Source: an optimization exercise on an open RTL-to-GDS flow (aim: small area). Production flows keep margins and buffers that such runs may drop.
The RTL was checked by simulation tests, not by an equivalence proof against the original design.
Power and IR drop assume default switching activity.

===== run.sh =====
#!/bin/bash
# synth_recipe.tcl (not shown) runs the flow's synth.tcl, then flattens the netlist and writes it again
# the make line also repeats each setting of config.mk as NAME=value (left out here)
make -C /OpenROAD-flow-scripts/flow DESIGN_CONFIG=/design/flow/config.mk WORK_HOME=/design/flow/orfs CLKGATE_MAP_FILE= SYNTH_SCRIPT=/design/flow/synth_recipe.tcl finish

===== constraint.sdc =====
create_clock -name core_clock -period 20.0 [get_ports {AUD_BCLK}]
set_input_delay 4.0000 -clock core_clock [delete_from_list [all_inputs] [get_ports {AUD_BCLK}]]
set_output_delay 4.0000 -clock core_clock [all_outputs]
set_load 0.01 [all_outputs]

===== design.v =====
module distortion(in_sample, mode, en, v, neg, sh_neg, sh_amt);
  input [15:0] in_sample;
  wire [15:0] in_sample;
  input [1:0] mode;
  wire [1:0] mode;
  input en;
  wire en;
  output [15:0] v;
  wire [15:0] v;
  output neg;
  wire neg;
  output sh_neg;
  wire sh_neg;
  output [1:0] sh_amt;
  wire [1:0] sh_amt;
  wire _000_;
  wire _001_;
  wire _002_;
  wire _003_;
  wire _004_;
  wire _005_;
  wire _006_;
  wire _007_;
  wire _008_;
  wire _009_;
  wire _010_;
  wire _011_;
  wire _012_;
  wire _013_;
  wire _014_;
  wire _015_;
  wire _016_;
  wire _017_;
  wire _018_;
  wire _019_;
  wire _020_;
  wire _021_;
  wire _022_;
  wire _023_;
  wire _024_;
  wire _025_;
  wire _026_;
  wire _027_;
  wire _028_;
  wire _029_;
  wire _030_;
  wire _031_;
  wire _032_;
  wire _033_;
  wire _034_;
  wire _035_;
  wire _036_;
  wire _037_;
  wire _038_;
  wire _039_;
  wire _040_;
  wire _041_;
  wire _042_;
  wire _043_;
  wire _044_;
  wire _045_;
  wire _046_;
  wire _047_;
  wire _048_;
  wire _049_;
  wire _050_;
  wire _051_;
  wire _052_;
  wire _053_;
  wire _054_;
  wire _055_;
  wire _056_;
  wire _057_;
  wire _058_;
  wire _059_;
  wire _060_;
  wire _061_;
  wire _062_;
  wire _063_;
  wire _064_;
  wire _065_;
  wire _066_;
  wire _067_;
  wire _068_;
  wire _069_;
  wire _070_;
  wire _071_;
  wire _072_;
  wire _073_;
  wire _074_;
  wire _075_;
  wire _076_;
  wire _077_;
  wire _078_;
  wire _079_;
  wire _080_;
  wire _081_;
  wire _082_;
  wire _083_;
  wire _084_;
  wire _085_;
  wire _086_;
  wire _087_;
  wire _088_;
  wire _089_;
  wire _090_;
  wire _091_;
  wire _092_;
  wire _093_;
  wire _094_;
  wire _095_;
  wire _096_;
  wire _097_;
  wire _098_;
  wire _099_;
  wire [3:0] _0_;
  wire _100_;
  wire _101_;
  wire _102_;
  wire _103_;
  wire _104_;
  wire _105_;
  wire _106_;
  wire _107_;
  wire _108_;
  wire _109_;
  wire [3:0] _10_;
  wire _110_;
  wire _111_;
  wire _112_;
  wire _113_;
  wire _114_;
  wire _115_;
  wire _116_;
  wire _117_;
  wire _118_;
  wire _119_;
  wire [3:0] _11_;
  wire _120_;
  wire _121_;
  wire _122_;
  wire _123_;
  wire _124_;
  wire _125_;
  wire _126_;
  wire _127_;
  wire _128_;
  wire _129_;
  wire [3:0] _12_;
  wire _130_;
  wire _131_;
  wire _132_;
  wire _133_;
  wire _134_;
  wire _135_;
  wire _136_;
  wire _137_;
  wire _138_;
  wire _139_;
  wire [3:0] _13_;
  wire _140_;
  wire _141_;
  wire _142_;
  wire _143_;
  wire _144_;
  wire _145_;
  wire _146_;
  wire _147_;
  wire _148_;
  wire _149_;
  wire [3:0] _14_;
  wire _150_;
  wire _151_;
  wire _152_;
  wire _153_;
  wire _154_;
  wire _155_;
  wire _156_;
  wire _157_;
  wire _158_;
  wire _159_;
  wire [3:0] _15_;
  wire _160_;
  wire _161_;
  wire _162_;
  wire _163_;
  wire _164_;
  wire _165_;
  wire _166_;
  wire _167_;
  wire _168_;
  wire _169_;
  wire [3:0] _16_;
  wire _170_;
  wire _171_;
  wire _172_;
  wire _173_;
  wire _174_;
  wire _175_;
  wire _176_;
  wire _177_;
  wire _178_;
  wire _179_;
  wire [3:0] _17_;
  wire _180_;
  wire _181_;
  wire _182_;
  wire _183_;
  wire _184_;
  wire _185_;
  wire _186_;
  wire _187_;
  wire _188_;
  wire _189_;
  wire [3:0] _18_;
  wire _190_;
  wire _191_;
  wire _192_;
  wire _193_;
  wire _194_;
  wire _195_;
  wire _196_;
  wire _197_;
  wire _198_;
  wire _199_;
  wire [3:0] _19_;
  wire [3:0] _1_;
  wire _200_;
  wire _201_;
  wire _202_;
  wire _203_;
  wire _204_;
  wire _205_;
  wire _206_;
  wire _207_;
  wire _208_;
  wire _209_;
  wire [3:0] _20_;
  wire _210_;
  wire _211_;
  wire _212_;
  wire _213_;
  wire _214_;
  wire _215_;
  wire _216_;
  wire _217_;
  wire _218_;
  wire _219_;
  wire [3:0] _21_;
  wire _220_;
  wire _221_;
  wire _222_;
  wire _223_;
  wire _224_;
  wire _225_;
  wire _226_;
  wire _227_;
  wire _228_;
  wire _229_;
  wire [3:0] _22_;
  wire _230_;
  wire _231_;
  wire _232_;
  wire _233_;
  wire _234_;
  wire _235_;
  wire _236_;
  wire _237_;
  wire _238_;
  wire _239_;
  wire [3:0] _23_;
  wire _240_;
  wire _241_;
  wire _242_;
  wire _243_;
  wire _244_;
  wire _245_;
  wire _246_;
  wire _247_;
  wire _248_;
  wire _249_;
  wire [3:0] _24_;
  wire _250_;
  wire _251_;
  wire _252_;
  wire _253_;
  wire _254_;
  wire _255_;
  wire _256_;
  wire _257_;
  wire _258_;
  wire _259_;
  wire [3:0] _25_;
  wire _260_;
  wire _261_;
  wire _262_;
  wire _263_;
  wire _264_;
  wire _265_;
  wire [3:0] _266_;
  wire [3:0] _267_;
  wire [3:0] _268_;
  wire [3:0] _269_;
  wire [3:0] _26_;
  wire [3:0] _270_;
  wire [3:0] _271_;
  wire [3:0] _272_;
  wire [3:0] _273_;
  wire [3:0] _274_;
  wire [3:0] _275_;
  wire [3:0] _276_;
  wire [3:0] _277_;
  wire [3:0] _278_;
  wire [3:0] _279_;
  wire [3:0] _27_;
  wire [3:0] _280_;
  wire [3:0] _281_;
  wire [3:0] _282_;
  wire [3:0] _283_;
  wire [3:0] _284_;
  wire [3:0] _285_;
  wire [3:0] _286_;
  wire [3:0] _287_;
  wire [3:0] _288_;
  wire [3:0] _289_;
  wire [3:0] _28_;
  wire [3:0] _290_;
  wire [3:0] _291_;
  wire [3:0] _292_;
  wire [3:0] _293_;
  wire [3:0] _294_;
  wire [3:0] _295_;
  wire [3:0] _296_;
  wire [3:0] _297_;
  wire [3:0] _298_;
  wire [3:0] _299_;
  wire [3:0] _29_;
  wire [3:0] _2_;
  wire [3:0] _300_;
  wire [3:0] _301_;
  wire [3:0] _302_;
  wire [3:0] _303_;
  wire [3:0] _304_;
  wire [3:0] _305_;
  wire [3:0] _306_;
  wire [3:0] _307_;
  wire [3:0] _308_;
  wire [3:0] _309_;
  wire [3:0] _30_;
  wire [3:0] _310_;
  wire [3:0] _311_;
  wire [3:0] _312_;
  wire [3:0] _313_;
  wire [3:0] _314_;
  wire [3:0] _315_;
  wire [3:0] _316_;
  wire [3:0] _317_;
  wire [3:0] _318_;
  wire [3:0] _319_;
  wire [3:0] _31_;
  wire [3:0] _320_;
  wire [3:0] _321_;
  wire [3:0] _322_;
  wire [3:0] _323_;
  wire [3:0] _324_;
  wire [3:0] _325_;
  wire [3:0] _326_;
  wire [3:0] _327_;
  wire [3:0] _328_;
  wire [3:0] _329_;
  wire [3:0] _32_;
  wire [3:0] _330_;
  wire [3:0] _331_;
  wire [3:0] _332_;
  wire [3:0] _333_;
  wire [3:0] _334_;
  wire [3:0] _335_;
  wire [3:0] _336_;
  wire [3:0] _337_;
  wire [3:0] _338_;
  wire [3:0] _339_;
  wire [3:0] _33_;
  wire [3:0] _340_;
  wire [3:0] _341_;
  wire [3:0] _342_;
  wire [3:0] _343_;
  wire [3:0] _344_;
  wire [3:0] _345_;
  wire [3:0] _346_;
  wire [3:0] _347_;
  wire [3:0] _348_;
  wire [3:0] _349_;
  wire [3:0] _34_;
  wire [3:0] _350_;
  wire [3:0] _351_;
  wire [3:0] _352_;
  wire [3:0] _353_;
  wire [3:0] _354_;
  wire [3:0] _355_;
  wire [3:0] _356_;
  wire [3:0] _357_;
  wire [3:0] _358_;
  wire [3:0] _359_;
  wire [3:0] _35_;
  wire [3:0] _360_;
  wire [3:0] _361_;
  wire [3:0] _362_;
  wire [3:0] _363_;
  wire [3:0] _364_;
  wire [3:0] _365_;
  wire [3:0] _366_;
  wire [3:0] _367_;
  wire [3:0] _368_;
  wire [3:0] _369_;
  wire [3:0] _36_;
  wire [3:0] _370_;
  wire [3:0] _371_;
  wire [3:0] _372_;
  wire [3:0] _373_;
  wire [3:0] _374_;
  wire [3:0] _375_;
  wire [3:0] _376_;
  wire [3:0] _377_;
  wire [3:0] _378_;
  wire [3:0] _379_;
  wire [3:0] _37_;
  wire [3:0] _380_;
  wire [3:0] _381_;
  wire [3:0] _382_;
  wire [3:0] _383_;
  wire [3:0] _384_;
  wire [3:0] _385_;
  wire [3:0] _386_;
  wire [3:0] _387_;
  wire [3:0] _388_;
  wire [3:0] _389_;
  wire [3:0] _38_;
  wire [3:0] _390_;
  wire [3:0] _391_;
  wire [3:0] _392_;
  wire [3:0] _393_;
  wire [3:0] _394_;
  wire [3:0] _395_;
  wire [3:0] _396_;
  wire [3:0] _397_;
  wire [3:0] _398_;
  wire [3:0] _399_;
  wire [3:0] _39_;
  wire [3:0] _3_;
  wire [3:0] _400_;
  wire [3:0] _401_;
  wire [3:0] _402_;
  wire [3:0] _403_;
  wire [3:0] _404_;
  wire [3:0] _405_;
  wire [3:0] _406_;
  wire [3:0] _407_;
  wire [3:0] _408_;
  wire [3:0] _409_;
  wire [3:0] _40_;
  wire [3:0] _410_;
  wire [3:0] _411_;
  wire [3:0] _412_;
  wire [3:0] _413_;
  wire [3:0] _414_;
  wire [3:0] _415_;
  wire [3:0] _416_;
  wire [3:0] _417_;
  wire [3:0] _418_;
  wire [3:0] _419_;
  wire [3:0] _41_;
  wire [3:0] _420_;
  wire [3:0] _421_;
  wire [3:0] _422_;
  wire [3:0] _423_;
  wire [3:0] _424_;
  wire [3:0] _425_;
  wire [3:0] _426_;
  wire [3:0] _427_;
  wire [3:0] _428_;
  wire [3:0] _429_;
  wire [3:0] _42_;
  wire [3:0] _430_;
  wire [3:0] _431_;
  wire [3:0] _432_;
  wire [3:0] _433_;
  wire [3:0] _434_;
  wire [3:0] _435_;
  wire [3:0] _436_;
  wire [3:0] _437_;
  wire [3:0] _438_;
  wire [3:0] _439_;
  wire [3:0] _43_;
  wire [3:0] _440_;
  wire [3:0] _441_;
  wire [3:0] _442_;
  wire [3:0] _443_;
  wire [3:0] _444_;
  wire [3:0] _445_;
  wire [3:0] _446_;
  wire [3:0] _447_;
  wire [3:0] _448_;
  wire [3:0] _449_;
  wire [3:0] _44_;
  wire [3:0] _450_;
  wire [3:0] _45_;
  wire [3:0] _46_;
  wire [3:0] _47_;
  wire [3:0] _48_;
  wire [3:0] _49_;
  wire [3:0] _4_;
  wire [3:0] _50_;
  wire [3:0] _51_;
  wire [3:0] _52_;
  wire [3:0] _53_;
  wire [3:0] _54_;
  wire [3:0] _55_;
  wire [3:0] _56_;
  wire [3:0] _57_;
  wire [3:0] _58_;
  wire [3:0] _59_;
  wire [3:0] _5_;
  wire [3:0] _60_;
  wire [3:0] _61_;
  wire [3:0] _62_;
  wire [3:0] _63_;
  wire [3:0] _64_;
  wire [3:0] _65_;
  wire [3:0] _66_;
  wire [3:0] _67_;
  wire [3:0] _68_;
  wire [3:0] _69_;
  wire [3:0] _6_;
  wire [3:0] _70_;
  wire [3:0] _71_;
  wire [3:0] _72_;
  wire [3:0] _73_;
  wire [3:0] _74_;
  wire [3:0] _75_;
  wire [3:0] _76_;
  wire [3:0] _77_;
  wire [3:0] _78_;
  wire [3:0] _79_;
  wire [3:0] _7_;
  wire [3:0] _80_;
  wire [3:0] _81_;
  wire [3:0] _82_;
  wire [3:0] _83_;
  wire [3:0] _84_;
  wire [3:0] _85_;
  wire [3:0] _86_;
  wire [3:0] _87_;
  wire [3:0] _88_;
  wire [3:0] _89_;
  wire [3:0] _8_;
  wire [3:0] _90_;
  wire [3:0] _91_;
  wire [3:0] _92_;
  wire [3:0] _93_;
  wire [3:0] _94_;
  wire [3:0] _95_;
  wire [3:0] _96_;
  wire [3:0] _97_;
  wire [3:0] _98_;
  wire [3:0] _99_;
  wire [3:0] _9_;
  assign { _450_[3:1], v[0] } = 4'h1 >> { _205_, _204_ };
  assign { _449_[3:1], _205_ } = 4'h1 >> { _203_, _126_ };
  assign { _448_[3:1], _204_ } = 4'h8 >> { _203_, _126_ };
  assign { _447_[3:1], _203_ } = 4'h1 >> { _202_, _125_ };
  assign { _446_[3:1], _202_ } = 4'h2 >> { _124_, _122_ };
  assign { _445_[3:1], v[1] } = 4'h1 >> { _201_, _137_ };
  assign { _444_[3:1], _201_ } = 4'h2 >> { _136_, _127_ };
  assign { _443_[3:1], v[2] } = 4'he >> { _200_, _140_ };
  assign { _442_[3:1], _200_ } = 4'h2 >> { _139_, _117_ };
  assign { _441_[3:1], v[3] } = 4'he >> { _199_, _143_ };
  assign { _440_[3:1], _199_ } = 4'h2 >> { _142_, _116_ };
  assign { _439_[3:1], v[4] } = 4'h1 >> { _198_, _146_ };
  assign { _438_[3:1], _198_ } = 4'h4 >> { _197_, _144_ };
  assign { _437_[3:1], _197_ } = 4'h1 >> { _145_, _088_ };
  assign { _436_[3:1], v[5] } = 4'he >> { _196_, _149_ };
  assign { _435_[3:1], _196_ } = 4'h2 >> { _148_, _146_ };
  assign { _434_[3:1], v[6] } = 4'h1 >> { _195_, _152_ };
  assign { _433_[3:1], _195_ } = 4'h4 >> { _194_, _150_ };
  assign { _432_[3:1], _194_ } = 4'h1 >> { _151_, _086_ };
  assign { _431_[3:1], v[7] } = 4'he >> { _193_, _192_ };
  assign { _430_[3:1], _193_ } = 4'h4 >> { _191_, _152_ };
  assign { _429_[3:1], _192_ } = 4'h2 >> { _191_, _152_ };
  assign { _428_[3:1], _191_ } = 4'h1 >> { _107_, _106_ };
  assign { _427_[3:1], v[8] } = 4'he >> { _190_, _189_ };
  assign { _426_[3:1], _190_ } = 4'h2 >> { _188_, _154_ };
  assign { _425_[3:1], _189_ } = 4'h4 >> { _188_, _154_ };
  assign { _424_[3:1], _188_ } = 4'h1 >> { _187_, _103_ };
  assign { _423_[3:1], _187_ } = 4'h1 >> { _102_, _052_ };
  assign { _422_[3:1], v[9] } = 4'he >> { _186_, _185_ };
  assign { _421_[3:1], _186_ } = 4'h8 >> { _184_, _155_ };
  assign { _420_[3:1], _185_ } = 4'h1 >> { _184_, _155_ };
  assign { _419_[3:1], _184_ } = 4'h1 >> { _101_, _100_ };
  assign { _418_[3:1], v[10] } = 4'he >> { _183_, _182_ };
  assign { _417_[3:1], _183_ } = 4'h1 >> { _181_, _157_ };
  assign { _416_[3:1], _182_ } = 4'h8 >> { _181_, _157_ };
  assign { _415_[3:1], _181_ } = 4'h1 >> { _180_, _096_ };
  assign { _414_[3:1], _180_ } = 4'h1 >> { _179_, _077_ };
  assign { _413_[3:1], _179_ } = 4'h4 >> { _082_, _257_ };
  assign { _412_[3:1], v[11] } = 4'h1 >> { _178_, _162_ };
  assign { _411_[3:1], _178_ } = 4'h2 >> { _161_, _158_ };
  assign { _410_[3:1], v[12] } = 4'he >> { _177_, _165_ };
  assign { _409_[3:1], _177_ } = 4'h2 >> { _164_, _162_ };
  assign { _408_[3:1], v[13] } = 4'h1 >> { _176_, _175_ };
  assign { _407_[3:1], _176_ } = 4'h8 >> { _174_, _083_ };
  assign { _406_[3:1], _175_ } = 4'h1 >> { _174_, _083_ };
  assign { _405_[3:1], _174_ } = 4'h1 >> { _166_, _089_ };
  assign { _404_[3:1], v[14] } = 4'h1 >> { _173_, _090_ };
  assign { _403_[3:1], _173_ } = 4'h8 >> { _172_, _167_ };
  assign { _402_[3:1], _172_ } = 4'h1 >> { _171_, _170_ };
  assign { _401_[3:1], _171_ } = 4'h2 >> { _169_, _168_ };
  assign { _400_[3:1], _170_ } = 4'h4 >> { _169_, _168_ };
  assign { _399_[3:1], _169_ } = 4'h4 >> { _085_, _078_ };
  assign { _398_[3:1], _168_ } = 4'h4 >> { _082_, _263_ };
  assign { _0_[3:1], _167_ } = 4'h1 >> { _166_, _090_ };
  assign { _1_[3:1], _166_ } = 4'h1 >> { _165_, _092_ };
  assign { _2_[3:1], _165_ } = 4'h4 >> { _164_, _162_ };
  assign { _3_[3:1], _164_ } = 4'h1 >> { _163_, _092_ };
  assign { _4_[3:1], _163_ } = 4'h8 >> { _091_, sh_neg };
  assign { _5_[3:1], _162_ } = 4'h1 >> { _161_, _095_ };
  assign { _6_[3:1], _161_ } = 4'h8 >> { _160_, _158_ };
  assign { _7_[3:1], _160_ } = 4'h1 >> { _159_, _095_ };
  assign { _8_[3:1], _159_ } = 4'h8 >> { _094_, _093_ };
  assign { _9_[3:1], _158_ } = 4'h4 >> { _157_, _096_ };
  assign { _10_[3:1], _157_ } = 4'h1 >> { _156_, _100_ };
  assign { _11_[3:1], _156_ } = 4'h1 >> { _155_, _101_ };
  assign { _12_[3:1], _155_ } = 4'h1 >> { _154_, _103_ };
  assign { _13_[3:1], _154_ } = 4'h1 >> { _153_, _106_ };
  assign { _14_[3:1], _153_ } = 4'h1 >> { _152_, _107_ };
  assign { _15_[3:1], _152_ } = 4'h8 >> { _151_, _150_ };
  assign { _16_[3:1], _151_ } = 4'h4 >> { _082_, _234_ };
  assign { _17_[3:1], _150_ } = 4'h1 >> { _149_, _110_ };
  assign { _18_[3:1], _149_ } = 4'h4 >> { _148_, _146_ };
  assign { _19_[3:1], _148_ } = 4'h1 >> { _147_, _110_ };
  assign { _20_[3:1], _147_ } = 4'h8 >> { _109_, _108_ };
  assign { _21_[3:1], _146_ } = 4'h8 >> { _145_, _144_ };
  assign { _22_[3:1], _145_ } = 4'h4 >> { _082_, _221_ };
  assign { _23_[3:1], _144_ } = 4'h1 >> { _143_, _115_ };
  assign { _24_[3:1], _143_ } = 4'h4 >> { _142_, _116_ };
  assign { _25_[3:1], _142_ } = 4'h1 >> { _141_, _115_ };
  assign { _26_[3:1], _141_ } = 4'h2 >> { _140_, _077_ };
  assign { _27_[3:1], _140_ } = 4'h4 >> { _139_, _117_ };
  assign { _28_[3:1], _139_ } = 4'h4 >> { _138_, _137_ };
  assign { _29_[3:1], _138_ } = 4'h1 >> { _134_, _130_ };
  assign { _30_[3:1], _137_ } = 4'h4 >> { _136_, _127_ };
  assign { _31_[3:1], _136_ } = 4'h1 >> { _135_, _134_ };
  assign { _32_[3:1], _135_ } = 4'h4 >> { _133_, _128_ };
  assign { _33_[3:1], _134_ } = 4'h2 >> { _133_, _128_ };
  assign { _34_[3:1], _133_ } = 4'h1 >> { _132_, _131_ };
  assign { _35_[3:1], _132_ } = 4'h2 >> { _118_, _086_ };
  assign { _36_[3:1], _131_ } = 4'h2 >> { _130_, mode[0] };
  assign { _37_[3:1], _130_ } = 4'h1 >> { _129_, _077_ };
  assign { _38_[3:1], _129_ } = 4'h8 >> { _111_, _081_ };
  assign { _39_[3:1], _128_ } = 4'h8 >> { _082_, _213_ };
  assign { _40_[3:1], _127_ } = 4'h1 >> { _126_, _125_ };
  assign { _41_[3:1], _126_ } = 4'h4 >> { sh_neg, in_sample[15] };
  assign { _42_[3:1], _125_ } = 4'h4 >> { _124_, _122_ };
  assign { _43_[3:1], _124_ } = 4'h8 >> { _123_, _082_ };
  assign { _44_[3:1], _123_ } = 4'h1 >> { _027_, _210_ };
  assign { _45_[3:1], _122_ } = 4'h1 >> { _121_, _077_ };
  assign { _46_[3:1], _121_ } = 4'h2 >> { _120_, _081_ };
  assign { _47_[3:1], _120_ } = 4'h1 >> { _119_, _118_ };
  assign { _48_[3:1], _119_ } = 4'h1 >> { mode[0], in_sample[15] };
  assign { _49_[3:1], _118_ } = 4'h8 >> { mode[0], in_sample[15] };
  assign { _50_[3:1], _117_ } = 4'h4 >> { _082_, _225_ };
  assign { _51_[3:1], _116_ } = 4'h4 >> { _082_, _209_ };
  assign { _52_[3:1], _115_ } = 4'h1 >> { _114_, _077_ };
  assign { _53_[3:1], _114_ } = 4'h8 >> { _113_, _081_ };
  assign { _54_[3:1], _113_ } = 4'h4 >> { _112_, _111_ };
  assign { _55_[3:1], _112_ } = 4'h1 >> { _084_, _206_ };
  assign { _56_[3:1], _111_ } = 4'h2 >> { mode[1], in_sample[15] };
  assign { _57_[3:1], _110_ } = 4'h1 >> { _109_, _108_ };
  assign { _58_[3:1], _109_ } = 4'h4 >> { _082_, _218_ };
  assign { _59_[3:1], _108_ } = 4'h2 >> { _097_, _052_ };
  assign { _60_[3:1], _107_ } = 4'h8 >> { _104_, _097_ };
  assign { _61_[3:1], _106_ } = 4'h4 >> { _105_, _097_ };
  assign { _62_[3:1], _105_ } = 4'h1 >> { _104_, _081_ };
  assign { _63_[3:1], _104_ } = 4'h4 >> { _082_, _231_ };
  assign { _64_[3:1], _103_ } = 4'h8 >> { _102_, _052_ };
  assign { _65_[3:1], _102_ } = 4'h4 >> { _082_, _245_ };
  assign { _66_[3:1], _101_ } = 4'h2 >> { _099_, _098_ };
  assign { _67_[3:1], _100_ } = 4'h4 >> { _099_, _098_ };
  assign { _68_[3:1], _099_ } = 4'h4 >> { _082_, _250_ };
  assign { _69_[3:1], _098_ } = 4'h1 >> { _097_, _088_ };
  assign { _70_[3:1], _097_ } = 4'h4 >> { _078_, mode[0] };
  assign { _71_[3:1], _096_ } = 4'h4 >> { _077_, _257_ };
  assign { _72_[3:1], _095_ } = 4'h1 >> { _094_, _093_ };
  assign { _73_[3:1], _094_ } = 4'h8 >> { _084_, _052_ };
  assign { _74_[3:1], _093_ } = 4'h4 >> { _082_, _002_ };
  assign { _75_[3:1], _092_ } = 4'h1 >> { _091_, sh_neg };
  assign { _76_[3:1], _091_ } = 4'h4 >> { _082_, _005_ };
  assign { _77_[3:1], _090_ } = 4'h2 >> { _089_, _083_ };
  assign { _78_[3:1], _089_ } = 4'h1 >> { _088_, _087_ };
  assign { _79_[3:1], _088_ } = 4'h8 >> { _084_, _081_ };
  assign { _80_[3:1], _087_ } = 4'h2 >> { _086_, _085_ };
  assign { _81_[3:1], _086_ } = 4'h8 >> { _081_, mode[1] };
  assign { _82_[3:1], _085_ } = 4'h2 >> { _084_, _052_ };
  assign { _83_[3:1], _084_ } = 4'h8 >> mode;
  assign { _84_[3:1], _083_ } = 4'h4 >> { _082_, _260_ };
  assign { _85_[3:1], _082_ } = 4'h2 >> { _081_, _011_ };
  assign { _86_[3:1], _081_ } = 4'h8 >> { _076_, _012_ };
  assign { _87_[3:1], neg } = 4'h8 >> { _011_, in_sample[15] };
  assign { _88_[3:1], sh_neg } = 4'h4 >> { _077_, mode[1] };
  assign { _89_[3:1], sh_amt[1] } = 4'h8 >> { _079_, mode[1] };
  assign { _90_[3:1], sh_amt[0] } = 4'h2 >> { _080_, mode[0] };
  assign { _91_[3:1], _080_ } = 4'h1 >> { _079_, _078_ };
  assign { _92_[3:1], _079_ } = 4'h8 >> { _051_, _012_ };
  assign { _93_[3:1], _078_ } = 4'h8 >> { _077_, mode[1] };
  assign { _94_[3:1], _077_ } = 4'h2 >> { _076_, _052_ };
  assign { _95_[3:1], _076_ } = 4'h1 >> { _075_, _062_ };
  assign { _96_[3:1], _075_ } = 4'h4 >> { _074_, _068_ };
  assign { _97_[3:1], _074_ } = 4'h2 >> { _073_, _264_ };
  assign { _98_[3:1], _073_ } = 4'h4 >> { _072_, _071_ };
  assign { _99_[3:1], _072_ } = 4'h2 >> { _006_, mode[0] };
  assign { _266_[3:1], _071_ } = 4'h4 >> { _070_, _236_ };
  assign { _267_[3:1], _070_ } = 4'h8 >> { _069_, _034_ };
  assign { _268_[3:1], _069_ } = 4'h8 >> { _005_, _257_ };
  assign { _269_[3:1], _068_ } = 4'h4 >> { _067_, _066_ };
  assign { _270_[3:1], _067_ } = 4'h1 >> { _005_, _002_ };
  assign { _271_[3:1], _066_ } = 4'h2 >> { _065_, _257_ };
  assign { _272_[3:1], _065_ } = 4'h4 >> { _064_, _063_ };
  assign { _273_[3:1], _064_ } = 4'h1 >> { _056_, _250_ };
  assign { _274_[3:1], _063_ } = 4'h8 >> { _055_, _015_ };
  assign { _275_[3:1], _062_ } = 4'h1 >> { _061_, mode[1] };
  assign { _276_[3:1], _061_ } = 4'h1 >> { _060_, _263_ };
  assign { _277_[3:1], _060_ } = 4'h2 >> { _059_, _047_ };
  assign { _278_[3:1], _059_ } = 4'h4 >> { _058_, _057_ };
  assign { _279_[3:1], _058_ } = 4'h4 >> { _020_, _002_ };
  assign { _280_[3:1], _057_ } = 4'h4 >> { _056_, _054_ };
  assign { _281_[3:1], _056_ } = 4'h8 >> { _055_, _234_ };
  assign { _282_[3:1], _055_ } = 4'h8 >> { _245_, _231_ };
  assign { _283_[3:1], _054_ } = 4'h1 >> { _053_, _218_ };
  assign { _284_[3:1], _053_ } = 4'h8 >> { _026_, _239_ };
  assign { _285_[3:1], _052_ } = 4'h2 >> { _051_, _012_ };
  assign { _286_[3:1], _051_ } = 4'h2 >> { _050_, _263_ };
  assign { _287_[3:1], _050_ } = 4'h1 >> { _049_, _025_ };
  assign { _288_[3:1], _049_ } = 4'h4 >> { _048_, _045_ };
  assign { _289_[3:1], _048_ } = 4'h4 >> { _047_, _046_ };
  assign { _290_[3:1], _047_ } = 4'h8 >> { _005_, _260_ };
  assign { _291_[3:1], _046_ } = 4'h2 >> { _002_, mode[0] };
  assign { _292_[3:1], _045_ } = 4'h1 >> { _044_, _257_ };
  assign { _293_[3:1], _044_ } = 4'h1 >> { _043_, _037_ };
  assign { _294_[3:1], _043_ } = 4'h4 >> { _042_, _041_ };
  assign { _295_[3:1], _042_ } = 4'h1 >> { _034_, _002_ };
  assign { _296_[3:1], _041_ } = 4'h8 >> { _040_, _038_ };
  assign { _297_[3:1], _040_ } = 4'h2 >> { _039_, _017_ };
  assign { _298_[3:1], _039_ } = 4'h1 >> { _221_, _218_ };
  assign { _299_[3:1], _038_ } = 4'h4 >> { _250_, _240_ };
  assign { _300_[3:1], _037_ } = 4'h2 >> { _036_, mode[0] };
  assign { _301_[3:1], _036_ } = 4'h4 >> { _035_, _033_ };
  assign { _302_[3:1], _035_ } = 4'h8 >> { _034_, _231_ };
  assign { _303_[3:1], _034_ } = 4'h8 >> { _250_, _245_ };
  assign { _304_[3:1], _033_ } = 4'h4 >> { _032_, _031_ };
  assign { _305_[3:1], _032_ } = 4'h1 >> { _234_, _218_ };
  assign { _306_[3:1], _031_ } = 4'h2 >> { _030_, _026_ };
  assign { _307_[3:1], _030_ } = 4'h1 >> { _029_, _225_ };
  assign { _308_[3:1], _029_ } = 4'h1 >> { _028_, _237_ };
  assign { _309_[3:1], _028_ } = 4'h2 >> { _027_, in_sample[1] };
  assign { _310_[3:1], _027_ } = 4'h8 >> { in_sample[0], in_sample[15] };
  assign { _311_[3:1], _026_ } = 4'h8 >> { _221_, _209_ };
  assign { _312_[3:1], _025_ } = 4'h1 >> { _024_, mode[1] };
  assign { _313_[3:1], _024_ } = 4'h1 >> { _023_, _260_ };
  assign { _314_[3:1], _023_ } = 4'h2 >> { _022_, _006_ };
  assign { _315_[3:1], _022_ } = 4'h4 >> { _021_, _019_ };
  assign { _316_[3:1], _021_ } = 4'h4 >> { _020_, _245_ };
  assign { _317_[3:1], _020_ } = 4'h1 >> { _257_, _250_ };
  assign { _318_[3:1], _019_ } = 4'h8 >> { _018_, _015_ };
  assign { _319_[3:1], _018_ } = 4'h4 >> { _017_, _016_ };
  assign { _320_[3:1], _017_ } = 4'h8 >> { _234_, _231_ };
  assign { _321_[3:1], _016_ } = 4'h1 >> { _239_, _221_ };
  assign { _322_[3:1], _015_ } = 4'h2 >> { _014_, _218_ };
  assign { _323_[3:1], _014_ } = 4'h8 >> { _013_, _226_ };
  assign { _324_[3:1], _013_ } = 4'h2 >> { _221_, _214_ };
  assign { _325_[3:1], _012_ } = 4'h4 >> { _011_, _206_ };
  assign { _326_[3:1], _011_ } = 4'h2 >> { _010_, en };
  assign { _327_[3:1], _010_ } = 4'h4 >> { _009_, _254_ };
  assign { _328_[3:1], _009_ } = 4'h8 >> { _008_, _265_ };
  assign { _329_[3:1], _008_ } = 4'h2 >> { _007_, _006_ };
  assign { _330_[3:1], _007_ } = 4'h1 >> { _250_, mode[1] };
  assign { _331_[3:1], _006_ } = 4'h8 >> { _005_, _002_ };
  assign { _332_[3:1], _005_ } = 4'h1 >> { _004_, _003_ };
  assign { _333_[3:1], _004_ } = 4'h4 >> { in_sample[15], in_sample[12] };
  assign { _334_[3:1], _003_ } = 4'h2 >> { in_sample[15], in_sample[12] };
  assign { _335_[3:1], _002_ } = 4'h1 >> { _001_, _000_ };
  assign { _336_[3:1], _001_ } = 4'h4 >> { in_sample[11], in_sample[15] };
  assign { _337_[3:1], _000_ } = 4'h2 >> { in_sample[11], in_sample[15] };
  assign { _338_[3:1], _265_ } = 4'h8 >> { _264_, _257_ };
  assign { _339_[3:1], _264_ } = 4'h8 >> { _263_, _260_ };
  assign { _340_[3:1], _263_ } = 4'h1 >> { _262_, _261_ };
  assign { _341_[3:1], _262_ } = 4'h4 >> { in_sample[14], in_sample[15] };
  assign { _342_[3:1], _261_ } = 4'h2 >> { in_sample[14], in_sample[15] };
  assign { _343_[3:1], _260_ } = 4'h1 >> { _259_, _258_ };
  assign { _344_[3:1], _259_ } = 4'h4 >> { in_sample[13], in_sample[15] };
  assign { _345_[3:1], _258_ } = 4'h2 >> { in_sample[13], in_sample[15] };
  assign { _346_[3:1], _257_ } = 4'h1 >> { _256_, _255_ };
  assign { _347_[3:1], _256_ } = 4'h4 >> { in_sample[10], in_sample[15] };
  assign { _348_[3:1], _255_ } = 4'h2 >> { in_sample[10], in_sample[15] };
  assign { _349_[3:1], _254_ } = 4'h4 >> { _253_, _247_ };
  assign { _350_[3:1], _253_ } = 4'h1 >> { _252_, _251_ };
  assign { _351_[3:1], _252_ } = 4'h8 >> { mode[0], in_sample[8] };
  assign { _352_[3:1], _251_ } = 4'h8 >> { _250_, mode[1] };
  assign { _353_[3:1], _250_ } = 4'h1 >> { _249_, _248_ };
  assign { _354_[3:1], _249_ } = 4'h4 >> { in_sample[9], in_sample[15] };
  assign { _355_[3:1], _248_ } = 4'h2 >> { in_sample[9], in_sample[15] };
  assign { _356_[3:1], _247_ } = 4'h1 >> { _246_, _242_ };
  assign { _357_[3:1], _246_ } = 4'h1 >> { _245_, mode[0] };
  assign { _358_[3:1], _245_ } = 4'h1 >> { _244_, _243_ };
  assign { _359_[3:1], _244_ } = 4'h4 >> { in_sample[8], in_sample[15] };
  assign { _360_[3:1], _243_ } = 4'h2 >> { in_sample[8], in_sample[15] };
  assign { _361_[3:1], _242_ } = 4'h8 >> { _241_, _236_ };
  assign { _362_[3:1], _241_ } = 4'h4 >> { _240_, in_sample[4] };
  assign { _363_[3:1], _240_ } = 4'h8 >> { _239_, _216_ };
  assign { _364_[3:1], _239_ } = 4'h8 >> { _238_, _237_ };
  assign { _365_[3:1], _238_ } = 4'h1 >> { in_sample[0], in_sample[3] };
  assign { _366_[3:1], _237_ } = 4'h1 >> { in_sample[1], in_sample[2] };
  assign { _367_[3:1], _236_ } = 4'h4 >> { _235_, _228_ };
  assign { _368_[3:1], _235_ } = 4'h1 >> { _234_, _231_ };
  assign { _369_[3:1], _234_ } = 4'h1 >> { _233_, _232_ };
  assign { _370_[3:1], _233_ } = 4'h4 >> { in_sample[6], in_sample[15] };
  assign { _371_[3:1], _232_ } = 4'h2 >> { in_sample[6], in_sample[15] };
  assign { _372_[3:1], _231_ } = 4'h1 >> { _230_, _229_ };
  assign { _373_[3:1], _230_ } = 4'h4 >> { in_sample[7], in_sample[15] };
  assign { _374_[3:1], _229_ } = 4'h2 >> { in_sample[7], in_sample[15] };
  assign { _375_[3:1], _228_ } = 4'h4 >> { _227_, _215_ };
  assign { _376_[3:1], _227_ } = 4'h2 >> { _226_, _222_ };
  assign { _377_[3:1], _226_ } = 4'h1 >> { _225_, _209_ };
  assign { _378_[3:1], _225_ } = 4'h1 >> { _224_, _223_ };
  assign { _379_[3:1], _224_ } = 4'h4 >> { in_sample[2], in_sample[15] };
  assign { _380_[3:1], _223_ } = 4'h2 >> { in_sample[2], in_sample[15] };
  assign { _381_[3:1], _222_ } = 4'h8 >> { _221_, _218_ };
  assign { _382_[3:1], _221_ } = 4'h1 >> { _220_, _219_ };
  assign { _383_[3:1], _220_ } = 4'h4 >> { in_sample[4], in_sample[15] };
  assign { _384_[3:1], _219_ } = 4'h2 >> { in_sample[4], in_sample[15] };
  assign { _385_[3:1], _218_ } = 4'h1 >> { _217_, _216_ };
  assign { _386_[3:1], _217_ } = 4'h4 >> { in_sample[5], in_sample[15] };
  assign { _387_[3:1], _216_ } = 4'h2 >> { in_sample[5], in_sample[15] };
  assign { _388_[3:1], _215_ } = 4'h4 >> { _214_, _209_ };
  assign { _389_[3:1], _214_ } = 4'h4 >> { _213_, _210_ };
  assign { _390_[3:1], _213_ } = 4'h1 >> { _212_, _211_ };
  assign { _391_[3:1], _212_ } = 4'h8 >> { in_sample[1], in_sample[15] };
  assign { _392_[3:1], _211_ } = 4'h1 >> { in_sample[1], in_sample[15] };
  assign { _393_[3:1], _210_ } = 4'h1 >> { in_sample[0], in_sample[15] };
  assign { _394_[3:1], _209_ } = 4'h1 >> { _208_, _207_ };
  assign { _395_[3:1], _208_ } = 4'h4 >> { in_sample[3], in_sample[15] };
  assign { _396_[3:1], _207_ } = 4'h2 >> { in_sample[3], in_sample[15] };
  assign { _397_[3:1], _206_ } = 4'h1 >> mode;
  assign _0_[0] = _167_;
  assign _1_[0] = _166_;
  assign _2_[0] = _165_;
  assign _3_[0] = _164_;
  assign _4_[0] = _163_;
  assign _5_[0] = _162_;
  assign _6_[0] = _161_;
  assign _7_[0] = _160_;
  assign _8_[0] = _159_;
  assign _9_[0] = _158_;
  assign _10_[0] = _157_;
  assign _11_[0] = _156_;
  assign _12_[0] = _155_;
  assign _13_[0] = _154_;
  assign _14_[0] = _153_;
  assign _15_[0] = _152_;
  assign _16_[0] = _151_;
  assign _17_[0] = _150_;
  assign _18_[0] = _149_;
  assign _19_[0] = _148_;
  assign _20_[0] = _147_;
  assign _21_[0] = _146_;
  assign _22_[0] = _145_;
  assign _23_[0] = _144_;
  assign _24_[0] = _143_;
  assign _25_[0] = _142_;
  assign _26_[0] = _141_;
  assign _27_[0] = _140_;
  assign _28_[0] = _139_;
  assign _29_[0] = _138_;
  assign _30_[0] = _137_;
  assign _31_[0] = _136_;
  assign _32_[0] = _135_;
  assign _33_[0] = _134_;
  assign _34_[0] = _133_;
  assign _35_[0] = _132_;
  assign _36_[0] = _131_;
  assign _37_[0] = _130_;
  assign _38_[0] = _129_;
  assign _39_[0] = _128_;
  assign _40_[0] = _127_;
  assign _41_[0] = _126_;
  assign _42_[0] = _125_;
  assign _43_[0] = _124_;
  assign _44_[0] = _123_;
  assign _45_[0] = _122_;
  assign _46_[0] = _121_;
  assign _47_[0] = _120_;
  assign _48_[0] = _119_;
  assign _49_[0] = _118_;
  assign _50_[0] = _117_;
  assign _51_[0] = _116_;
  assign _52_[0] = _115_;
  assign _53_[0] = _114_;
  assign _54_[0] = _113_;
  assign _55_[0] = _112_;
  assign _56_[0] = _111_;
  assign _57_[0] = _110_;
  assign _58_[0] = _109_;
  assign _59_[0] = _108_;
  assign _60_[0] = _107_;
  assign _61_[0] = _106_;
  assign _62_[0] = _105_;
  assign _63_[0] = _104_;
  assign _64_[0] = _103_;
  assign _65_[0] = _102_;
  assign _66_[0] = _101_;
  assign _67_[0] = _100_;
  assign _68_[0] = _099_;
  assign _69_[0] = _098_;
  assign _70_[0] = _097_;
  assign _71_[0] = _096_;
  assign _72_[0] = _095_;
  assign _73_[0] = _094_;
  assign _74_[0] = _093_;
  assign _75_[0] = _092_;
  assign _76_[0] = _091_;
  assign _77_[0] = _090_;
  assign _78_[0] = _089_;
  assign _79_[0] = _088_;
  assign _80_[0] = _087_;
  assign _81_[0] = _086_;
  assign _82_[0] = _085_;
  assign _83_[0] = _084_;
  assign _84_[0] = _083_;
  assign _85_[0] = _082_;
  assign _86_[0] = _081_;
  assign _87_[0] = neg;
  assign _88_[0] = sh_neg;
  assign _89_[0] = sh_amt[1];
  assign _90_[0] = sh_amt[0];
  assign _91_[0] = _080_;
  assign _92_[0] = _079_;
  assign _93_[0] = _078_;
  assign _94_[0] = _077_;
  assign _95_[0] = _076_;
  assign _96_[0] = _075_;
  assign _97_[0] = _074_;
  assign _98_[0] = _073_;
  assign _99_[0] = _072_;
  assign _266_[0] = _071_;
  assign _267_[0] = _070_;
  assign _268_[0] = _069_;
  assign _269_[0] = _068_;
  assign _270_[0] = _067_;
  assign _271_[0] = _066_;
  assign _272_[0] = _065_;
  assign _273_[0] = _064_;
  assign _274_[0] = _063_;
  assign _275_[0] = _062_;
  assign _276_[0] = _061_;
  assign _277_[0] = _060_;
  assign _278_[0] = _059_;
  assign _279_[0] = _058_;
  assign _280_[0] = _057_;
  assign _281_[0] = _056_;
  assign _282_[0] = _055_;
  assign _283_[0] = _054_;
  assign _284_[0] = _053_;
  assign _285_[0] = _052_;
  assign _286_[0] = _051_;
  assign _287_[0] = _050_;
  assign _288_[0] = _049_;
  assign _289_[0] = _048_;
  assign _290_[0] = _047_;
  assign _291_[0] = _046_;
  assign _292_[0] = _045_;
  assign _293_[0] = _044_;
  assign _294_[0] = _043_;
  assign _295_[0] = _042_;
  assign _296_[0] = _041_;
  assign _297_[0] = _040_;
  assign _298_[0] = _039_;
  assign _299_[0] = _038_;
  assign _300_[0] = _037_;
  assign _301_[0] = _036_;
  assign _302_[0] = _035_;
  assign _303_[0] = _034_;
  assign _304_[0] = _033_;
  assign _305_[0] = _032_;
  assign _306_[0] = _031_;
  assign _307_[0] = _030_;
  assign _308_[0] = _029_;
  assign _309_[0] = _028_;
  assign _310_[0] = _027_;
  assign _311_[0] = _026_;
  assign _312_[0] = _025_;
  assign _313_[0] = _024_;
  assign _314_[0] = _023_;
  assign _315_[0] = _022_;
  assign _316_[0] = _021_;
  assign _317_[0] = _020_;
  assign _318_[0] = _019_;
  assign _319_[0] = _018_;
  assign _320_[0] = _017_;
  assign _321_[0] = _016_;
  assign _322_[0] = _015_;
  assign _323_[0] = _014_;
  assign _324_[0] = _013_;
  assign _325_[0] = _012_;
  assign _326_[0] = _011_;
  assign _327_[0] = _010_;
  assign _328_[0] = _009_;
  assign _329_[0] = _008_;
  assign _330_[0] = _007_;
  assign _331_[0] = _006_;
  assign _332_[0] = _005_;
  assign _333_[0] = _004_;
  assign _334_[0] = _003_;
  assign _335_[0] = _002_;
  assign _336_[0] = _001_;
  assign _337_[0] = _000_;
  assign _338_[0] = _265_;
  assign _339_[0] = _264_;
  assign _340_[0] = _263_;
  assign _341_[0] = _262_;
  assign _342_[0] = _261_;
  assign _343_[0] = _260_;
  assign _344_[0] = _259_;
  assign _345_[0] = _258_;
  assign _346_[0] = _257_;
  assign _347_[0] = _256_;
  assign _348_[0] = _255_;
  assign _349_[0] = _254_;
  assign _350_[0] = _253_;
  assign _351_[0] = _252_;
  assign _352_[0] = _251_;
  assign _353_[0] = _250_;
  assign _354_[0] = _249_;
  assign _355_[0] = _248_;
  assign _356_[0] = _247_;
  assign _357_[0] = _246_;
  assign _358_[0] = _245_;
  assign _359_[0] = _244_;
  assign _360_[0] = _243_;
  assign _361_[0] = _242_;
  assign _362_[0] = _241_;
  assign _363_[0] = _240_;
  assign _364_[0] = _239_;
  assign _365_[0] = _238_;
  assign _366_[0] = _237_;
  assign _367_[0] = _236_;
  assign _368_[0] = _235_;
  assign _369_[0] = _234_;
  assign _370_[0] = _233_;
  assign _371_[0] = _232_;
  assign _372_[0] = _231_;
  assign _373_[0] = _230_;
  assign _374_[0] = _229_;
  assign _375_[0] = _228_;
  assign _376_[0] = _227_;
  assign _377_[0] = _226_;
  assign _378_[0] = _225_;
  assign _379_[0] = _224_;
  assign _380_[0] = _223_;
  assign _381_[0] = _222_;
  assign _382_[0] = _221_;
  assign _383_[0] = _220_;
  assign _384_[0] = _219_;
  assign _385_[0] = _218_;
  assign _386_[0] = _217_;
  assign _387_[0] = _216_;
  assign _388_[0] = _215_;
  assign _389_[0] = _214_;
  assign _390_[0] = _213_;
  assign _391_[0] = _212_;
  assign _392_[0] = _211_;
  assign _393_[0] = _210_;
  assign _394_[0] = _209_;
  assign _395_[0] = _208_;
  assign _396_[0] = _207_;
  assign _397_[0] = _206_;
  assign _398_[0] = _168_;
  assign _399_[0] = _169_;
  assign _400_[0] = _170_;
  assign _401_[0] = _171_;
  assign _402_[0] = _172_;
  assign _403_[0] = _173_;
  assign _404_[0] = v[14];
  assign _405_[0] = _174_;
  assign _406_[0] = _175_;
  assign _407_[0] = _176_;
  assign _408_[0] = v[13];
  assign _409_[0] = _177_;
  assign _410_[0] = v[12];
  assign _411_[0] = _178_;
  assign _412_[0] = v[11];
  assign _413_[0] = _179_;
  assign _414_[0] = _180_;
  assign _415_[0] = _181_;
  assign _416_[0] = _182_;
  assign _417_[0] = _183_;
  assign _418_[0] = v[10];
  assign _419_[0] = _184_;
  assign _420_[0] = _185_;
  assign _421_[0] = _186_;
  assign _422_[0] = v[9];
  assign _423_[0] = _187_;
  assign _424_[0] = _188_;
  assign _425_[0] = _189_;
  assign _426_[0] = _190_;
  assign _427_[0] = v[8];
  assign _428_[0] = _191_;
  assign _429_[0] = _192_;
  assign _430_[0] = _193_;
  assign _431_[0] = v[7];
  assign _432_[0] = _194_;
  assign _433_[0] = _195_;
  assign _434_[0] = v[6];
  assign _435_[0] = _196_;
  assign _436_[0] = v[5];
  assign _437_[0] = _197_;
  assign _438_[0] = _198_;
  assign _439_[0] = v[4];
  assign _440_[0] = _199_;
  assign _441_[0] = v[3];
  assign _442_[0] = _200_;
  assign _443_[0] = v[2];
  assign _444_[0] = _201_;
  assign _445_[0] = v[1];
  assign _446_[0] = _202_;
  assign _447_[0] = _203_;
  assign _448_[0] = _204_;
  assign _449_[0] = _205_;
  assign _450_[0] = v[0];
  assign v[15] = sh_neg;
endmodule
module pedal_audio(
    input  wire        AUD_BCLK,
    input  wire        reset,
    input  wire [1:0]  SW,
    input  wire        AUD_ADCLRCK,
    input  wire        AUD_ADCDAT,
    output wire        AUD_DACLRCK,
    output wire        AUD_DACDAT
);
    reg [1:0] mode_bclk_ff1, mode_bclk_ff2;
    always @(posedge AUD_BCLK) begin
        mode_bclk_ff1 <= SW;
        mode_bclk_ff2 <= mode_bclk_ff1;
    end
    reg        lrclk_prev;
    reg [4:0]  bit_count;
    reg [16:0] cur;
    reg [15:0] oth;
    reg        oth_ok;
    reg        sh_neg;
    reg        neg;
    reg [1:0]  sh_amt;
    reg        dacdat;
    wire boundary = AUD_ADCLRCK ^ lrclk_prev;
    wire load     = boundary | reset;
    wire [15:0] d_v;
    wire        d_neg, d_sh_neg;
    wire [1:0]  d_sh_amt;
    distortion u_dist (
        .in_sample(oth),
        .mode(mode_bclk_ff2),
        .en(oth_ok & ~reset),
        .v(d_v),
        .neg(d_neg),
        .sh_neg(d_sh_neg),
        .sh_amt(d_sh_amt)
    );
    reg tap, late;
    always @(*) begin
        case (sh_amt)
            2'd0: tap = cur[15];
            2'd1: tap = cur[14];
            2'd2: tap = cur[13];
            default: tap = cur[12];
        endcase
        if (sh_neg)
            tap = cur[16];
        case (sh_amt)
            2'd0: late = 1'b0;
            2'd1: late = (bit_count[3:0] == 4'd15);
            2'd2: late = (bit_count[3:1] == 3'd7);
            default: late = (bit_count[3:2] == 2'd3) & (bit_count[1] | bit_count[0]);
        endcase
        if (sh_neg)
            late = 1'b0;
    end
    always @(posedge AUD_BCLK) begin
        lrclk_prev <= AUD_ADCLRCK & ~reset;
        if (load)
            bit_count <= 5'd0;
        else if (!bit_count[4])
            bit_count <= {bit_count[4] | (&bit_count[3:0]),
                          bit_count[3] ^ (&bit_count[2:0]),
                          bit_count[2] ^ (&bit_count[1:0]),
                          bit_count[1] ^ bit_count[0],
                          ~bit_count[0]};
        if (load)
            cur <= {1'b0, d_v};
        else if (!bit_count[4])
            cur <= {cur[15:0], AUD_ADCDAT};
        if (boundary)
            oth <= cur[15:0];
        if (reset)
            oth_ok <= 1'b0;
        else if (boundary)
            oth_ok <= bit_count[4];
        if (load) begin
            neg    <= d_neg;
            sh_neg <= d_sh_neg;
            sh_amt <= d_sh_amt;
        end
        if (load)
            dacdat <= 1'b0;
        else
            dacdat <= (tap ^ neg) & ~late & ~bit_count[4];
    end
    assign AUD_DACDAT  = dacdat;
    assign AUD_DACLRCK = AUD_ADCLRCK;
endmodule

===== config.mk =====
export PLATFORM = sky130hd
export DESIGN_NAME = pedal_audio
export DESIGN_NICKNAME = pedal_audio
export VERILOG_FILES = /design/flow/design.v
export SDC_FILE = /design/flow/constraint.sdc
export NUM_CORES = 4
export LEC_CHECK = 0
export ABC_AREA = 1
export CAP_MARGIN = 20
export CORE_MARGIN = 2
export CORE_UTILIZATION = 40
export SLEW_MARGIN = 20

==> impl_metrics.prom <==
# TYPE chip_impl_metric gauge
chip_impl_info{name="status",value="finished clean"} 1
chip_impl_metric{name="routabilityCongestion",unit=""} 0.8898
chip_impl_metric{name="final_cell_count_no_fill",unit=""} 500
chip_impl_info{name="timing.critical_path.slowest_stage_cell",value="sky130_fd_sc_hd__clkdlybuf4s50_1"} 1
chip_impl_metric{name="register_area",unit="µm²"} 1341
chip_impl_metric{name="place_worst_setup_slack",unit="ns"} 10.90
chip_impl_metric{name="vias_per_cell",unit=""} 4.940
chip_impl_metric{name="drt_first_iter_violations",unit=""} 194
chip_impl_metric{name="worst-slew-pin-transition",unit="ns"} 0.8265
chip_impl_metric{name="fp.dieArea",unit="µm²"} 8517
chip_impl_metric{name="cts_made_buffers",unit=""} 5
chip_impl_info{name="crit_path_cell_trace",value="clkdlybuf4s50_1, clkdlybuf4s50_1"} 1
chip_impl_metric{name="wl",unit="mm"} 6.746
chip_impl_metric{name="cells_resized_by_post_cts_repair",unit=""} 0
chip_impl_metric{name="area_delta_synth_final",unit="%"} 8.708
chip_impl_info{name="most_frequently_used_flop_master_after_synthesis",value="sky130_fd_sc_hd__edfxtp_1"} 1
chip_impl_metric{name="insertedDiodeCount",unit=""} 0
chip_impl_metric{name="routedWlPerCell",unit="µm"} 13.49
chip_impl_metric{name="drcViolationCount",unit=""} 0
chip_impl_metric{name="maximum_number_of_pins_on_one_net_before_global_route_repair",unit=""} 27
chip_impl_info{name="rsz0062_at_grt",value="no"} 1
chip_impl_info{name="cpMostUsedCell",value="sky130_fd_sc_hd__clkdlybuf4s50_1"} 1
chip_impl_metric{name="grt_pass1_wl",unit="mm"} 11.44
chip_impl_metric{name="p_int",unit="µW"} 164.3
chip_impl_metric{name="cp.depth",unit=""} 2
chip_impl_metric{name="via_count",unit=""} 2470
chip_impl_info{name="synth_largest_area_cell",value="sky130_fd_sc_hd__edfxtp_1"} 1
chip_impl_metric{name="slew_headroom",unit="%"} 44.76
chip_impl_metric{name="clkSinkCount",unit=""} 49
chip_impl_metric{name="seq_power_share",unit="%"} 52.0
chip_impl_metric{name="worst-endpoint-arrival",unit="ns"} 5.17
chip_impl_metric{name="cellPowerDensity",unit="nW/µm²"} 70.54
chip_impl_info{name="worst_setup_path_start_kind",value="primary input"} 1
chip_impl_metric{name="max_clock_freq",unit="GHz"} 0.1090
chip_impl_metric{name="detailed_place_hpwl",unit="mm"} 5.027
chip_impl_metric{name="antenna_found_initial",unit=""} 0
chip_impl_metric{name="nets",unit=""} 422
chip_impl_metric{name="fillers",unit=""} 781
chip_impl_metric{name="drive_gt1_share",unit="%"} 9.548
chip_impl_metric{name="mappedNetlistArea",unit="µm²"} 3118
chip_impl_metric{name="synth-seq-area-share",unit="%"} 43.02
chip_impl_metric{name="path_clk_slew",unit="ns"} 0.09
chip_impl_metric{name="timing.final.ws_setup",unit="ns"} 10.83
chip_impl_metric{name="placement.cell_area",unit="µm²"} 3282
chip_impl_metric{name="switching_share",unit="%"} 31.30
chip_impl_info{name="cts_tree",value="yes"} 1
chip_impl_metric{name="path_max_fanout",unit=""} 3
chip_impl_metric{name="detailedRoute.firstPassIterationCount",unit=""} 4
chip_impl_metric{name="core_region_area",unit="µm²"} 7647
chip_impl_metric{name="h_tree_lvl_count",unit=""} 2
chip_impl_metric{name="whs_path_depth",unit=""} 0
chip_impl_metric{name="worst-r2r-cell-count",unit=""} 40
chip_impl_info{name="timing.setup.critical_path_class",value="primary input to output port"} 1
chip_impl_metric{name="via_count_of_the_first_global_routing_pass",unit=""} 2413
chip_impl_metric{name="floorplan.initialDensity",unit="%"} 40.77
chip_impl_metric{name="worst_skew_pair.late_latency",unit="ns"} 0.30
chip_impl_metric{name="synth_cells",unit=""} 388
chip_impl_metric{name="comb_power_share",unit="%"} 22.3
chip_impl_metric{name="syn-num-nets",unit=""} 413
chip_impl_metric{name="grt_overflow",unit=""} 0
chip_impl_info{name="cts_root_buffer",value="sky130_fd_sc_hd__clkbuf_8"} 1
chip_impl_metric{name="cts_max_path_buffers",unit=""} 2
chip_impl_metric{name="p_clk_share",unit="%"} 25.6
chip_impl_metric{name="post_synth_num_cell_types",unit=""} 38
chip_impl_info{name="ys_top_cells_by_area",value="sky130_fd_sc_hd__edfxtp_1, sky130_fd_sc_hd__nand2_1, sky130_fd_sc_hd__dfxtp_1"} 1
chip_impl_metric{name="leakage",unit="µW"} 0.001537
chip_impl_metric{name="slowest_delay",unit="ns"} 0.59
chip_impl_metric{name="period_share",unit="%"} 45.87
chip_impl_metric{name="cts.repair_timing.setup_buffer_count",unit=""} 0
chip_impl_metric{name="num_rows",unit=""} 32
chip_impl_metric{name="finalWorstPathRequiredPeriod",unit="ns"} 9.174
chip_impl_metric{name="antenna_violating_nets_post_route",unit=""} 0
chip_impl_metric{name="peakVddDrop",unit="µV"} 33.27
chip_impl_metric{name="placement.io_buffers",unit=""} 7
chip_impl_metric{name="synth_largest_type_area_fraction",unit="%"} 34.67
chip_impl_metric{name="multi_input_comb_area",unit="µm²"} 1541
chip_impl_metric{name="globalRouteTotalUtil",unit="%"} 17.21
chip_impl_metric{name="floorplan.io_pins",unit=""} 8
chip_impl_info{name="timing.critical_path.to_type",value="output port"} 1
chip_impl_metric{name="ctsHoldBuffers",unit=""} 0
chip_impl_metric{name="yosysWarnings",unit=""} 1
chip_impl_metric{name="worst_clock_skew",unit="ns"} 0.006344
chip_impl_info{name="hold_path.class",value="flip-flop to flip-flop"} 1
chip_impl_metric{name="dieWidth",unit="µm"} 92.29
chip_impl_info{name="crit_family",value="buffers and inverters"} 1
chip_impl_metric{name="finalSetupViolations",unit=""} 0
chip_impl_metric{name="p_sw",unit="µW"} 74.83
chip_impl_metric{name="setup_total_negative_slack",unit="ns"} 0
chip_impl_metric{name="final_hold_viol_count",unit=""} 0
chip_impl_metric{name="synth_edf_count",unit=""} 36
chip_impl_metric{name="max_cap_violations",unit=""} 0
chip_impl_metric{name="crit_buf_inv",unit=""} 2
chip_impl_metric{name="die_y",unit="µm"} 92.29
chip_impl_metric{name="number_of_synthesized_register_bits",unit=""} 49
chip_impl_metric{name="post-route-cell-area",unit="µm²"} 3390
chip_impl_metric{name="timing_max_transition_violations_final",unit=""} 0
chip_impl_metric{name="dp_cells",unit=""} 492
chip_impl_metric{name="post_synth.cell_area_avg",unit="µm²"} 8.036
chip_impl_metric{name="worst-endpoint-required",unit="ns"} 16.00
chip_impl_metric{name="synth_async_sr_flop_share",unit="%"} 0
## path summary, 6_finish.rpt
check / from / to / slack [ns]
setup / recovery: AUD_ADCLRCK / AUD_DACLRCK / 10.83
hold / removal: mode_bclk_ff1[0]$_DFF_P_ / mode_bclk_ff2[0]$_DFF_P_ / 0.33
setup reg to reg: oth[15]$_DFFE_PP_ / cur[14]$_DFFE_PP_ / 14.04
hold reg to reg: mode_bclk_ff1[0]$_DFF_P_ / mode_bclk_ff2[0]$_DFF_P_ / 0.33
## flip-flops by register name, indices dropped and copies added (netlist names)
| name | cells |
|---|---|
| bit_count | 5 |
| mode_bclk_ff1 | 2 |
| lrclk_prev | 1 |
| dacdat | 1 |
| oth | 16 |
| sh_amt | 2 |
| cur | 17 |
| oth_ok | 1 |
| sh_neg | 1 |
| mode_bclk_ff2 | 2 |
| neg | 1 |
## power groups by stage
stage / clock network, µW / logic (µW) / registers, µW
6_report: 61.3 / 53.4 / 124
5_1_grt: 67.0 / 61.6 / 126
4_1_cts: 63.5 / 53.5 / 124
3_5_place_dp: 0 / 53.2 / 127
3_3_place_gp: 0 / 52.6 / 127
2_1_floorplan: 0 / 41.6 / 125
## logic make-up (layout without fill, tap and decap cells)
| logic type | after synthesis | count (layout) | share of synthesized area (%) |
|---|---|---|---|
| simple gates | 210 | 210 | 28.73 |
| buf+inv | 59 | 69 | 8.146 |
| flops | 49 | 49 | 43.02 |
| compound gates | 42 | 42 | 7.785 |
| fa+ha+maj | 19 | 19 | 8.347 |
| xor+xnor | 9 | 9 | 3.973 |
## cells in the mapped netlist (3+ instances only)
cell and instances:
sky130_fd_sc_hd__nor2_1 36, sky130_fd_sc_hd__dfxtp_1 13, sky130_fd_sc_hd__fa_1 3, sky130_fd_sc_hd__o21ai_1 9
sky130_fd_sc_hd__xor2_2 4, sky130_fd_sc_hd__a211oi_1 3, sky130_fd_sc_hd__a21oi_1 11, sky130_fd_sc_hd__clkbuf_1 3
sky130_fd_sc_hd__ha_1 16, sky130_fd_sc_hd__nand2_1 125, sky130_fd_sc_hd__inv_1 44, sky130_fd_sc_hd__edfxtp_1 36
sky130_fd_sc_hd__nand3_1 30, sky130_fd_sc_hd__o21ai_0 11, sky130_fd_sc_hd__inv_2 4, sky130_fd_sc_hd__nand2_2 9
sky130_fd_sc_hd__clkinv_1 3
## metal layers
| metal | share of wire [%] | track usage (%) | up-vias |
|---|---|---|---|
| li1 | - | - | 1270 |
| met1 | 48 | 24.03 | 1147 |
| met2 | 46 | 27.63 | 43 |
| met3 | 3.7 | 2.441 | 10 |
| met4 | 2.2 | 5.846 | 0 |
| met5 | 0 | 0 | - |
## area by class of cell
class                   count  area share [%]
flip-flops and latches     49           39.57
multi-input cells         280           45.48
well taps                 102           3.765
repair buffers              9           2.510
clock buffers               6           2.436
inverters                  52           5.832
clock inverters             2          0.4061
## layout by cell type (no fill, tap or decap), types with 2 or more instances in the layout
cell,netlist,final
sky130_fd_sc_hd__nand3_1,30,30
sky130_fd_sc_hd__fa_1,3,3
sky130_fd_sc_hd__dfxtp_1,13,13
sky130_fd_sc_hd__xor2_2,4,4
sky130_fd_sc_hd__edfxtp_1,36,36
sky130_fd_sc_hd__o21a_1,2,2
sky130_fd_sc_hd__nor3_1,2,2
sky130_fd_sc_hd__a21oi_1,11,11
sky130_fd_sc_hd__o21ai_1,9,9
sky130_fd_sc_hd__inv_1,44,44
sky130_fd_sc_hd__nand2_2,9,9
sky130_fd_sc_hd__clkdlybuf4s50_1,0,7
sky130_fd_sc_hd__ha_1,16,16
sky130_fd_sc_hd__clkbuf_8,0,6
sky130_fd_sc_hd__nor2_4,2,2
sky130_fd_sc_hd__o21ai_0,11,11
sky130_fd_sc_hd__a211oi_1,3,3
sky130_fd_sc_hd__inv_2,4,4
sky130_fd_sc_hd__nand2_1,125,125
sky130_fd_sc_hd__clkinv_1,3,3
sky130_fd_sc_hd__nand4_1,2,2
sky130_fd_sc_hd__xnor2_2,2,2
sky130_fd_sc_hd__nor2_1,36,36
sky130_fd_sc_hd__buf_4,1,2
## through the flow
stage,utilization [%],hold WS (ns),power [µW]
after floorplan,-,0.3096,166.6
after global placement,42.92,0.3105,179.2
after detailed placement,42.92,0.3121,180.0
after CTS,44.18,0.3373,241.5
after global routing,44.32,0.3507,254.2
final,44.32,0.3318,239.1

[afterwards: timing with drivers on the ports]
Ports are ideal in the flow. The routed layout listed here was re-timed in OpenROAD.
Step 1, drivers: a clkbuf_16 drives AUD_BCLK and a buf_2 each remaining input, both assumed.
Step 2, shift: input delay + t, output delay - t, t = (earliest + latest rising clock arrival at the registers) / 2. This alone moves slack from input paths to output paths.
a / b / c = no drivers / after step 1 / after step 2; a / b = the first two.
shift t [ns]: 0.330
slack for setup (ns): 10.826 / 10.797 / 10.797
hold slack, ns: 0.332 / 0.332 / 0.332
worst slew at a driven data input, ns: 0.04
After both steps this run still meets setup and hold. For this run, drivers alone change the setup slack by -0.029 ns; drivers and shift together by -0.029 ns.
